Background: an optimization exercise with open tools, aiming at small area, a short achievable clock period and few clock cycles. Do not read the settings as production practice. Power figures rest on the tool's default switching activity, not on a simulated workload.

==> module stream_comp_invoke_top_module_FSM_1, before the edit <==
module stream_comp_invoke_top_module_FSM_1
        #(parameter width = 10)(
        input clk, rst,
        input [width - 1 : 0] data_in_fifo,
        input [width - 1 : 0] length_in_fifo,
        input [width - 1 : 0] command_in_fifo,
        input invoke,
        input [1 : 0] next_mode_in,
        output rd_data_in_fifo,
        output rd_length_in_fifo,
        output rd_command_in_fifo,
        output [width - 1 : 0] length,
        output FC,
        output wr_out_fifo1,
        output [width - 1 : 0] result_out);
    reg [3 : 0] len_q;
    reg k1_q, k0_q;
    wire mm = ~k1_q;                  
    wire mx = k0_q;                   
    wire sm = k1_q & k0_q;            
    reg [3 : 0] cnt;
    wire busy = (cnt != 4'd0);
    wire last = (cnt == 4'd1);
    reg [width - 1 : 0] acc;
    reg valid_q;                      
    wire inv1 = invoke & ~next_mode_in[0] & ~next_mode_in[1];
    wire inv2 = invoke & next_mode_in[0];
    wire inv3 = invoke & next_mode_in[1];
    assign rd_command_in_fifo = inv1;
    assign rd_length_in_fifo = inv1;
    assign rd_data_in_fifo = inv2 | busy;
    assign wr_out_fifo1 = inv3;
    assign FC = (invoke & (~next_mode_in[0] | (len_q == 4'd1))) | last;
    assign result_out = acc & {width{valid_q}};
    assign length = {{(width - 4){1'b0}}, inv1 ? length_in_fifo[3 : 0] : len_q};
    wire cmd_mm = (command_in_fifo[width - 1 : 1] == 0);
    always @(posedge clk)
    begin
        if (inv1)
        begin
            len_q <= length_in_fifo[3 : 0];
            k1_q <= ~cmd_mm;
            k0_q <= cmd_mm ? command_in_fifo[0] : (command_in_fifo == 2);
        end
    end
    always @(posedge clk)
    begin
        if (!rst)
            cnt <= 4'd0;
        else if (inv2 | busy)
            cnt <= (inv2 ? len_q : cnt) - 4'd1;
    end
    wire [width - 1 : 0] opb = sm ? acc : ~acc;
    wire [width : 0] s = {1'b0, data_in_fifo} + {1'b0, opb} + {{width{1'b0}}, ~sm};
    wire take_d = inv2 | (mm & (s[width] ~^ mx));
    always @(posedge clk)
    begin
        if (!rst)
            valid_q <= 1'b0;
        else if (inv2)
            valid_q <= 1'b1;
    end
    always @(posedge clk)
    begin
        if (inv2 | busy)
        begin
            if (take_d)
                acc <= data_in_fifo;
            else if (sm)
                acc <= s[width - 1 : 0];
        end
    end
endmodule
clock: 5.0 ns
lec_check: 0
cap_margin: 20
core_margin: 2
core_utilization: 40
setup_slack_margin: 2.0
slew_margin: 20
standard.sh (not shown) runs the stock make flow with config.mk's settings and CLKGATE_MAP_FILE= SYNTH_SCRIPT=/design/flow/synth_recipe.tcl, a recipe that flattens the netlist after the stock synthesis.
==> flow/flow/run.sh <==
#!/bin/bash
# The standard layout, with plain buf_1 cells as the port buffers (the
# resizer sizes them up where timing needs it).
set -euo pipefail
export BUFFER_PORTS_ARGS="-buffer_cell sky130_fd_sc_hd__buf_1"
bash standard.sh > standard_flow.log 2>&1
Change:
--- a/flow/design.v
+++ b/flow/design.v
@@ -22,23 +22,23 @@
     reg [3 : 0] cnt;
     wire busy = (cnt != 4'd0);
     wire last = (cnt == 4'd1);
     reg [width - 1 : 0] acc;
-    reg valid_q;                      
     wire inv1 = invoke & ~next_mode_in[0] & ~next_mode_in[1];
     wire inv2 = invoke & next_mode_in[0];
     wire inv3 = invoke & next_mode_in[1];
+    wire ld1 = invoke & (next_mode_in[0] ~^ next_mode_in[1]);
     assign rd_command_in_fifo = inv1;
     assign rd_length_in_fifo = inv1;
     assign rd_data_in_fifo = inv2 | busy;
     assign wr_out_fifo1 = inv3;
     assign FC = (invoke & (~next_mode_in[0] | (len_q == 4'd1))) | last;
-    assign result_out = acc & {width{valid_q}};
+    assign result_out = acc;
     assign length = {{(width - 4){1'b0}}, inv1 ? length_in_fifo[3 : 0] : len_q};
     wire cmd_mm = (command_in_fifo[width - 1 : 1] == 0);
     always @(posedge clk)
     begin
-        if (inv1)
+        if (ld1)
         begin
             len_q <= length_in_fifo[3 : 0];
             k1_q <= ~cmd_mm;
             k0_q <= cmd_mm ? command_in_fifo[0] : (command_in_fifo == 2);
@@ -50,25 +50,33 @@
             cnt <= 4'd0;
         else if (inv2 | busy)
             cnt <= (inv2 ? len_q : cnt) - 4'd1;
     end
-    wire [width - 1 : 0] opb = sm ? acc : ~acc;
-    wire [width : 0] s = {1'b0, data_in_fifo} + {1'b0, opb} + {{width{1'b0}}, ~sm};
-    wire take_d = inv2 | (mm & (s[width] ~^ mx));
+    function lt;
+        input [width - 1 : 0] d, a;
+        integer i, j;
+        reg term;
+        begin
+            lt = 1'b0;
+            for (i = 0; i < width; i = i + 1)
+            begin
+                term = ~d[i] & a[i];
+                for (j = i + 1; j < width; j = j + 1)
+                    term = term & (~d[j] | a[j]);
+                lt = lt | term;
+            end
+        end
+    endfunction
+    wire take_d = inv2 | (mm & (lt(data_in_fifo, acc) ^ mx));
     always @(posedge clk)
     begin
         if (!rst)
-            valid_q <= 1'b0;
-        else if (inv2)
-            valid_q <= 1'b1;
-    end
-    always @(posedge clk)
-    begin
-        if (inv2 | busy)
+            acc <= 0;
+        else if (inv2 | busy)
         begin
             if (take_d)
                 acc <= data_in_fifo;
             else if (sm)
-                acc <= s[width - 1 : 0];
+                acc <= acc + data_in_fifo;
         end
     end
 endmodule
After rerunning:
- total power came out lower by about a fifth
- cell area climbs by a few percent
- first-iteration DRC count went up to 2.8 times its value
- combinational power decreases by a quarter to a third
- core utilization drops by 2.2 points
- via count rises by about a fifth
- flip-flop and latch count came out lower by 1
- non-clock buffer count went down by 9
- final cell count came out higher by about a fifth
- clock skew barely changes
- worst setup slack improves by 0.0048 ns
- critical path depth fell by 2
No run of this note included a check of the RTL's function; only the layout flow was run.

## static timing again, ports no longer ideal
The flow's constraints put no driver on any port. The routed layouts listed below were extracted and timed again, unchanged, in two steps. Step 1 assumes that a clkbuf_16 drives the clock port and a buf_2 every other input. Step 2 also shifts input and output timing later by t, the mid clock arrival at the registers, as if the neighbouring blocks saw the same clock. a / b / c = no drivers / after step 1 / after step 2; a / b = the first two.
run	t (ns)	setup WS [ns]	worst setup path at the end	worst slew at a driven data input, ns
the first run	0.287	1.948 / 1.948 / 1.665	input to register	0.04
the second run	0.280	1.953 / 1.935 / 1.654	input to register	0.05
After both steps every run listed still meets setup and hold. For the second run, which loses most, drivers alone change the setup slack by -0.018 ns; drivers and shift together by -0.299 ns.
